Background: an optimization exercise with open tools, aiming at small area. Do not read the settings as production practice.
The RTL was checked by simulation tests, not by an equivalence proof against the original design.
No driver is modelled on the clock port, so clocking that relies on it looks cheaper here than on a real chip.

==> v24: inputs <==
Design can_node, start of the top module:
module can_node (
    input  wire        clk,
    input  wire        rst,
    input  wire        tx_sig,
    output wire        tx_can_tx,
    output wire        tx_rst_n,
    output wire        tx_led,
    output wire [14:0] tx_crc_reg,
    output wire [3:0]  tx_dlc,
    output wire [10:0] tx_id,
    output wire [3:0]  tx_current_state,
    output wire [15:0] tx_bit_counter,
    output wire [63:0] tx_data,
    output wire        tx_send_frame,
    output wire        tx_sending_frame,
    output wire        tx_idle,
    input  wire        rx_can_rx_buf,
    output wire        rx_SOF_detected,
    output wire        rx_receiving_frame,
    output wire        rx_can_rx,
    output wire [10:0] rx_id_rx,
    output wire [3:0]  rx_dlc_rx,
    output wire [63:0] rx_crc_rx,
    output wire [63:0] rx_data_rx,
    output wire [3:0]  rx_current_state,
    output wire [31:0] rx_state_ascii,
    output wire        rx_red,
  ...
==> flow/config.mk <==
export PLATFORM = sky130hd
export DESIGN_NAME = can_node
export DESIGN_NICKNAME = can_node
export VERILOG_FILES = /design/flow/design.v
export SDC_FILE = /design/flow/constraint.sdc
export NUM_CORES = 4
export LEC_CHECK = 0
export CAP_MARGIN = 20
export CORE_MARGIN = 2
export CORE_UTILIZATION = 65
export SLEW_MARGIN = 20
==> flow/constraint.sdc <==
create_clock -name core_clock -period 7.0 [get_ports {clk}]
set_input_delay 1.4000 -clock core_clock [delete_from_list [all_inputs] [get_ports {clk}]]
set_output_delay 1.4000 -clock core_clock [all_outputs]
set_load 0.01 [all_outputs]
standard.sh (not shown) runs the stock make flow with config.mk's settings and CLKGATE_MAP_FILE= SYNTH_SCRIPT=/design/flow/synth_recipe.tcl, a recipe that flattens the netlist after the stock synthesis.
==> flow/flow/run.sh <==
#!/bin/bash
# Layout flow: the standard ORFS flow (standard.sh) with
#  * the standard synthesis's combinational logic re-mapped by ABC for area
#    (registers untouched: same instances, names and cell types): four ABC
#    runs with different seeds, and the smallest result that Yosys proves
#    equivalent to the standard netlist is used (else the standard netlist),
#  * buf_1 port buffers,
#  * a clock tree of clkbuf_4 (about 8 flip-flops each), no dummy loads,
#  * the constant outputs buffered from a few shared tie cells.
# Logs: flow_make_synth.log / flow_make.log (make), flow_reabc_N.log and
# flow_eqcheck_N.log (Yosys), and each ORFS step's own log under orfs/logs/.
set -euo pipefail
here=$(pwd)
res=$here/orfs/results/$FLOW_PLATFORM/can_node/base
lib=$FLOW_HOME/platforms/$FLOW_PLATFORM/lib/sky130_fd_sc_hd__tt_025C_1v80.lib

bash standard.sh synth > flow_make_synth.log 2>&1
cp $res/1_2_yosys.v $here/flow_synth_standard.v

for n in 1 2 3 4; do
  ( REABC_LIB=$lib \
    REABC_IN=$here/flow_synth_standard.v \
    REABC_OUT=$here/flow_synth_reabc_$n.v \
    REABC_SCRIPT=$here/flow/reabc_$n.abc \
    REABC_STAT=$here/flow_reabc_stat_$n.txt \
      timeout 900 yosys -c $here/flow/reabc.tcl > flow_reabc_$n.log 2>&1 || true ) &
done
wait

# candidates, smallest first
cands=$(for n in 1 2 3 4; do
  a=$(grep -s "Chip area" $here/flow_reabc_stat_$n.txt | awk '{print $NF}')
  [[ -n "$a" && -s $here/flow_synth_reabc_$n.v ]] && echo "$a $n"
done | sort -g | awk '{print $2}')
echo "candidates (smallest first): $cands" > flow_reabc_choice.log
for n in $cands; do
  sed -e "s#@LIB@#$lib#" -e "s#@A@#$here/flow_synth_standard.v#" \
      -e "s#@B@#$here/flow_synth_reabc_$n.v#" -e "s#@TOP@#$FLOW_TOP#" \
      $here/flow/eqcheck.ys.in > $here/flow_eqcheck_$n.ys
  if timeout 900 yosys $here/flow_eqcheck_$n.ys > flow_eqcheck_$n.log 2>&1; then
    echo "using re-mapped netlist $n (proven equivalent)" >> flow_reabc_choice.log
    cp $here/flow_synth_reabc_$n.v $res/1_2_yosys.v
    rm -f $res/1_synth.odb
    break
  fi
  echo "netlist $n: equivalence not proven" >> flow_reabc_choice.log
done

export BUFFER_PORTS_ARGS="-buffer_cell sky130_fd_sc_hd__buf_1"
export CTS_ARGS="-sink_clustering_enable -repair_clock_nets -buf_list sky130_fd_sc_hd__${MY_CTS_BUF:-clkbuf_4} -dont_use_dummy_load"
export PRE_CTS_TCL=$here/flow/cts_pre.tcl
export POST_CTS_TCL=$here/flow/cts_post.tcl
export POST_GLOBAL_PLACE_TCL=$here/flow/ties.tcl
bash standard.sh > flow_make.log 2>&1
==> flow/flow/cts_post.tcl <==
# POST_CTS hook: lift the fanout limit again before the constraints are
# saved, and give the clock buffers whose loads see the slowest clock edges
# (placement estimate above 95 ps) a stronger clkbuf_8.
set_max_fanout 10000 [current_design]
set_propagated_clock [all_clocks]
estimate_parasitics -placement
set upsized 0
foreach inst [get_cells *] {
  if {[get_property $inst ref_name] ne "sky130_fd_sc_hd__clkbuf_4"} continue
  set worst 0
  foreach opin [get_pins -of_objects $inst -filter "direction == output"] {
    foreach p [get_pins -of_objects [get_nets -of_objects $opin] -filter "direction == input"] {
      foreach e {rise fall} {
        set s [get_property $p slew_max_$e]
        if {$s > $worst} { set worst $s }
      }
    }
  }
  if {$worst > 0.095} {
    replace_cell $inst sky130_fd_sc_hd__clkbuf_8
    incr upsized
  }
}
puts "cts_post.tcl: $upsized clock buffers upsized to clkbuf_8"
if {$upsized} {
  detailed_placement
  estimate_parasitics -placement
}
Other scripts of this flow, unchanged in this note and not shown: flow/flow/cts_pre.tcl, flow/flow/eqcheck.ys.in, flow/flow/reabc.tcl, flow/flow/reabc_1.abc, flow/flow/reabc_2.abc, flow/flow/reabc_3.abc, flow/flow/reabc_4.abc, flow/flow/ties.tcl
==> v11: changes against v24 <==
--- a/flow/design.v
+++ b/flow/design.v
@@ -36,21 +36,20 @@
                      ACK_STATE = 10, DEL2 = 11, EOF_STATE = 12;
     localparam [63:0] DATA_C = 64'hAABBCCDDEEFF0001;
     reg       tx_sf_q;      
     reg       tx_idv;       
     reg [3:0] tx_st;
-    reg [6:0] tx_bc;
+    reg [5:0] tx_bc;        
     reg       tx_stuck;
     assign tx_rst_n = tx_sf_q;
     assign tx_led = tx_sf_q;
     assign tx_send_frame = tx_sf_q;
     assign tx_data = tx_sf_q ? DATA_C : 64'd0;
     assign tx_id = {tx_idv, 9'd0, tx_idv};
     assign tx_dlc = {tx_idv, 3'd0};
     assign tx_crc_reg = 15'd0;
     assign tx_current_state = tx_st;
-    assign tx_bit_counter = {9'd0, tx_bc};
     wire tx_s_idle = (tx_st == IDLE);
     assign tx_sending_frame = ~tx_s_idle & ~tx_stuck;
     assign tx_idle = tx_s_idle & ~tx_stuck;
     always @(posedge clk) begin
         tx_sf_q <= ~rst & tx_sig;
@@ -60,37 +59,39 @@
     wire tx_s_r0   = tx_st[2] & ~tx_st[1] & tx_st[0];
     wire tx_s_dlc  = tx_st[2] & tx_st[1] & ~tx_st[0];
     wire tx_s_data = tx_st[2] & tx_st[1] & tx_st[0];
     wire tx_s_crc  = (tx_st == CRC_STATE);
     wire tx_s_eof  = tx_st[3] & tx_st[2];
+    wire tx_bc6 = tx_s_data & (tx_bc == 6'd0);
+    assign tx_bit_counter = {9'd0, tx_bc6, tx_bc};
     wire tx_end_eof = tx_s_eof & tx_bc[2] & tx_bc[1];
     wire tx_end = (tx_s_id & tx_bc[3] & tx_bc[1] & tx_bc[0]) |
                   (tx_s_dlc & tx_bc[2]) |
-                  (tx_s_data & tx_bc[6]) |
+                  tx_bc6 |
                   (tx_s_crc & (&tx_bc[3:0])) |
                   tx_end_eof;
     wire tx_wait = tx_s_id | tx_s_dlc | tx_s_data | tx_s_crc | tx_s_eof;
     wire tx_count = tx_wait | (tx_st == SOF) | tx_s_r0;
     wire tx_adv = ~tx_wait | (tx_end & (~tx_stuck | ~tx_s_id));
     wire tx_run = ~rst & tx_sf_q;
     wire tx_inc = tx_run & tx_count & ~tx_end;
-    wire [6:0] tx_bc1 = tx_bc + 7'd1;
+    wire [5:0] tx_bc1 = tx_bc + 6'd1;
     always @(posedge clk) begin
         if (~tx_run)
             tx_st <= IDLE;
         else if (tx_adv)
             tx_st <= tx_s_eof ? IDLE : tx_st + 4'd1;
-        tx_bc <= tx_inc ? tx_bc1 : {6'd0, tx_run & tx_s_dlc & tx_end};
+        tx_bc <= tx_inc ? tx_bc1 : {5'd0, tx_run & tx_s_dlc & tx_end};
         tx_stuck <= ~rst & (tx_stuck | (~tx_sf_q & ~tx_s_idle));
     end
     reg tx_bit;
     always @(*) begin
         case (tx_st)
             SOF:        tx_bit = tx_stuck;
-            ID_STATE:   tx_bit = (tx_bc == 7'd1) | (tx_bc == 7'd11);
-            DLC_STATE:  tx_bit = (tx_bc == 7'd1);
-            DATA_STATE: tx_bit = DATA_C[6'd0 - tx_bc[5:0]];
+            ID_STATE:   tx_bit = (tx_bc == 6'd1) | (tx_bc == 6'd11);
+            DLC_STATE:  tx_bit = (tx_bc == 6'd1);
+            DATA_STATE: tx_bit = DATA_C[6'd0 - tx_bc];
             RTR, IDE, R0, CRC_STATE, DEL1: tx_bit = 1'b0;
             default:    tx_bit = 1'b1;
         endcase
     end
     assign tx_can_tx = tx_bit;
@@ -181,11 +182,10 @@
         rx_sof_q <= ~rst & ((rx_s_idle & ~rx_can_rx_buf) | (rx_sof_q & ~rx_end_eof));
         rx_done <= ~rst & (rx_done | rx_end_eof);
     end
     wire rx_eof_clr = rx_s_eof & rx_bc[2] & ~rx_bc[1] & ~rx_bc[0];
     wire rx_clr = rst | rx_eof_clr;
-    wire rx_x_rst = rx_can_rx_buf & ~rst;
     wire rx_x_clr = rx_can_rx_buf & ~rx_clr;
     genvar g;
     wire [3:0] rx_bc_hi, rx_bc_lo;        
     generate
         for (g = 0; g < 4; g = g + 1) begin : g_pre
@@ -194,22 +194,22 @@
         end
     endgenerate
     wire [3:0] rx_id_hi = {4{rx_clr}} | ({4{rx_s_id}} & rx_bc_hi);
     wire [3:0] rx_id_lo = {4{rx_clr}} | rx_bc_lo;
     wire [3:0] rx_crc_hi = {4{rst}} | ({4{rx_s_crc}} & rx_bc_hi);
-    wire [3:0] rx_crc_lo = {4{rst}} | rx_bc_lo;
+    wire [3:0] rx_crc_lo = rx_id_lo;
     wire [10:0] rx_id_en;
     assign rx_id_en[10] = rx_clr | rx_idle_cap;
     generate
         for (g = 0; g < 10; g = g + 1) begin : g_id
             assign rx_id_en[g] = rx_id_hi[(10 - g) / 4] & rx_id_lo[(10 - g) % 4];
         end
     endgenerate
     wire [3:0] rx_dlc_en;
     generate
         for (g = 0; g < 4; g = g + 1) begin : g_dlc
-            assign rx_dlc_en[g] = rx_clr | (rx_s_dlc & rx_bc_lo[3 - g]);
+            assign rx_dlc_en[g] = (rx_clr | rx_s_dlc) & rx_id_lo[3 - g];
         end
     endgenerate
     wire [7:0] rx_d_hi, rx_d_lo;
     generate
         for (g = 0; g < 8; g = g + 1) begin : g_dpre
@@ -234,10 +234,10 @@
         for (i = 0; i < 11; i = i + 1)
             if (rx_id_en[i]) rx_id_q[i] <= rx_x_clr;
         for (i = 0; i < 4; i = i + 1)
             if (rx_dlc_en[i]) rx_dlc_q[i] <= rx_x_clr;
         for (i = 0; i < 64; i = i + 1)
-            if (rx_d_en[i]) rx_data_q[i] <= rx_x_rst;
+            if (rx_d_en[i]) rx_data_q[i] <= rx_x_clr;
         for (i = 0; i < 15; i = i + 1)
-            if (rx_crc_en[i]) rx_crc_q[i] <= rx_x_rst;
+            if (rx_crc_en[i]) rx_crc_q[i] <= rx_x_clr;
     end
 endmodule
--- a/flow/flow/run.sh
+++ b/flow/flow/run.sh
@@ -1,36 +1,41 @@
 #!/bin/bash
 # Layout flow: the standard ORFS flow (standard.sh) with
 #  * the standard synthesis's combinational logic re-mapped by ABC for area
-#    (registers untouched: same instances, names and cell types): four ABC
+#    (registers untouched: same instances, names and cell types): eight ABC
 #    runs with different seeds, and the smallest result that Yosys proves
 #    equivalent to the standard netlist is used (else the standard netlist),
 #  * buf_1 port buffers,
 #  * a clock tree of clkbuf_4 (about 8 flip-flops each), no dummy loads,
-#  * the constant outputs buffered from a few shared tie cells.
+#  * the constant outputs buffered from a few shared tie cells,
+#  * placement not timing-driven (the clock has slack to spare), so the
+#    buffers it would add are not needed; the buffer removal it does first
+#    is done by a hook.
 # Logs: flow_make_synth.log / flow_make.log (make), flow_reabc_N.log and
 # flow_eqcheck_N.log (Yosys), and each ORFS step's own log under orfs/logs/.
 set -euo pipefail
 here=$(pwd)
 res=$here/orfs/results/$FLOW_PLATFORM/can_node/base
 lib=$FLOW_HOME/platforms/$FLOW_PLATFORM/lib/sky130_fd_sc_hd__tt_025C_1v80.lib
 
 bash standard.sh synth > flow_make_synth.log 2>&1
 cp $res/1_2_yosys.v $here/flow_synth_standard.v
 
-for n in 1 2 3 4; do
+for n in 1 2 3 4 5 6 7 8; do
   ( REABC_LIB=$lib \
     REABC_IN=$here/flow_synth_standard.v \
     REABC_OUT=$here/flow_synth_reabc_$n.v \
     REABC_SCRIPT=$here/flow/reabc_$n.abc \
     REABC_STAT=$here/flow_reabc_stat_$n.txt \
       timeout 900 yosys -c $here/flow/reabc.tcl > flow_reabc_$n.log 2>&1 || true ) &
+  # four at a time (the flow has four CPUs)
+  if [[ $n == 4 ]]; then wait; fi
 done
 wait
 
 # candidates, smallest first
-cands=$(for n in 1 2 3 4; do
+cands=$(for n in 1 2 3 4 5 6 7 8; do
   a=$(grep -s "Chip area" $here/flow_reabc_stat_$n.txt | awk '{print $NF}')
   [[ -n "$a" && -s $here/flow_synth_reabc_$n.v ]] && echo "$a $n"
 done | sort -g | awk '{print $2}')
 echo "candidates (smallest first): $cands" > flow_reabc_choice.log
 for n in $cands; do
@@ -48,7 +53,8 @@
 
 export BUFFER_PORTS_ARGS="-buffer_cell sky130_fd_sc_hd__buf_1"
 export CTS_ARGS="-sink_clustering_enable -repair_clock_nets -buf_list sky130_fd_sc_hd__${MY_CTS_BUF:-clkbuf_4} -dont_use_dummy_load"
 export PRE_CTS_TCL=$here/flow/cts_pre.tcl
 export POST_CTS_TCL=$here/flow/cts_post.tcl
+export PRE_GLOBAL_PLACE_TCL=$here/flow/gpl_pre.tcl
 export POST_GLOBAL_PLACE_TCL=$here/flow/ties.tcl
 bash standard.sh > flow_make.log 2>&1
--- a/flow/flow/cts_post.tcl
+++ b/flow/flow/cts_post.tcl
@@ -1,8 +1,8 @@
 # POST_CTS hook: lift the fanout limit again before the constraints are
 # saved, and give the clock buffers whose loads see the slowest clock edges
-# (placement estimate above 95 ps) a stronger clkbuf_8.
+# (placement estimate above 100 ps) a stronger clkbuf_8.
 set_max_fanout 10000 [current_design]
 set_propagated_clock [all_clocks]
 estimate_parasitics -placement
 set upsized 0
 foreach inst [get_cells *] {
@@ -14,11 +14,11 @@
         set s [get_property $p slew_max_$e]
         if {$s > $worst} { set worst $s }
       }
     }
   }
-  if {$worst > 0.095} {
+  if {$worst > 0.100} {
     replace_cell $inst sky130_fd_sc_hd__clkbuf_8
     incr upsized
   }
 }
 puts "cts_post.tcl: $upsized clock buffers upsized to clkbuf_8"
==> flow/flow/gpl_pre.tcl (new file) <==
remove_buffers
==> flow/flow/reabc_5.abc (new file) <==
&get -n
&st
&deepsyn -T 60 -S 5
&put
dch -f
amap
==> flow/flow/reabc_6.abc (new file) <==
&get -n
&st
&deepsyn -T 60 -S 6
&put
dch -f
amap
==> flow/flow/reabc_7.abc (new file) <==
&get -n
&st
&deepsyn -T 60 -S 7
&put
dch -f
amap
==> flow/flow/reabc_8.abc (new file) <==
&get -n
&st
&deepsyn -T 60 -S 8
&put
dch -f
amap
--- a/flow/config.mk
+++ b/flow/config.mk
@@ -5,7 +5,8 @@
 export SDC_FILE = /design/flow/constraint.sdc
 export NUM_CORES = 4
 export LEC_CHECK = 0
 export CAP_MARGIN = 20
 export CORE_MARGIN = 2
-export CORE_UTILIZATION = 65
+export CORE_UTILIZATION = 75
+export GPL_TIMING_DRIVEN = 0
 export SLEW_MARGIN = 20
==> notes <==
- Via count: v24 is smaller than v11 (about 2.7%).
- Against v11, the worst setup slack of v24 is worse by 0.095 ns.
- Against v24, the clock skew of v11 is lower by 0.0094 ns.
- Between v24 and v11, the lower flip-flop and latch count is in v11 (gap 1).
- Die area: v24 is higher than v11 (about 15%).
- Against v24, the core utilization of v11 is higher by 11 points.
- Between v11 and v24, the lower routed wire length is in v24 (gap about 8%, measured against v24).

-- static timing again, ports no longer ideal --
How much do the figures lean on ideal ports? The routed layouts below were timed once more, with nothing changed but the port constraints.
Step 1 assumes that a clkbuf_16 drives the clock port and a buf_2 every other input.
Step 2 times the ports against the registers' clock, not the clock port: input delays grow and output delays shrink by t, the midpoint of the rising clock arrivals with the driver on.
Three values: ideal ports, drivers, drivers and shift; two values: the first two.
| run | t (ns) | setup WS [ns] | hold WS [ns] | worst data-port slew with drivers (ns) |
|---|---|---|---|---|
| v24 | 0.419 | 2.967 / 2.967 / 2.967 | 0.483 / 0.483 / 0.483 | 0.03 |
| v11 | 0.418 | 3.062 / 3.030 / 3.201 | 0.501 / 0.501 / 0.501 | 0.04 |
After both steps setup and hold are still met in every run listed.
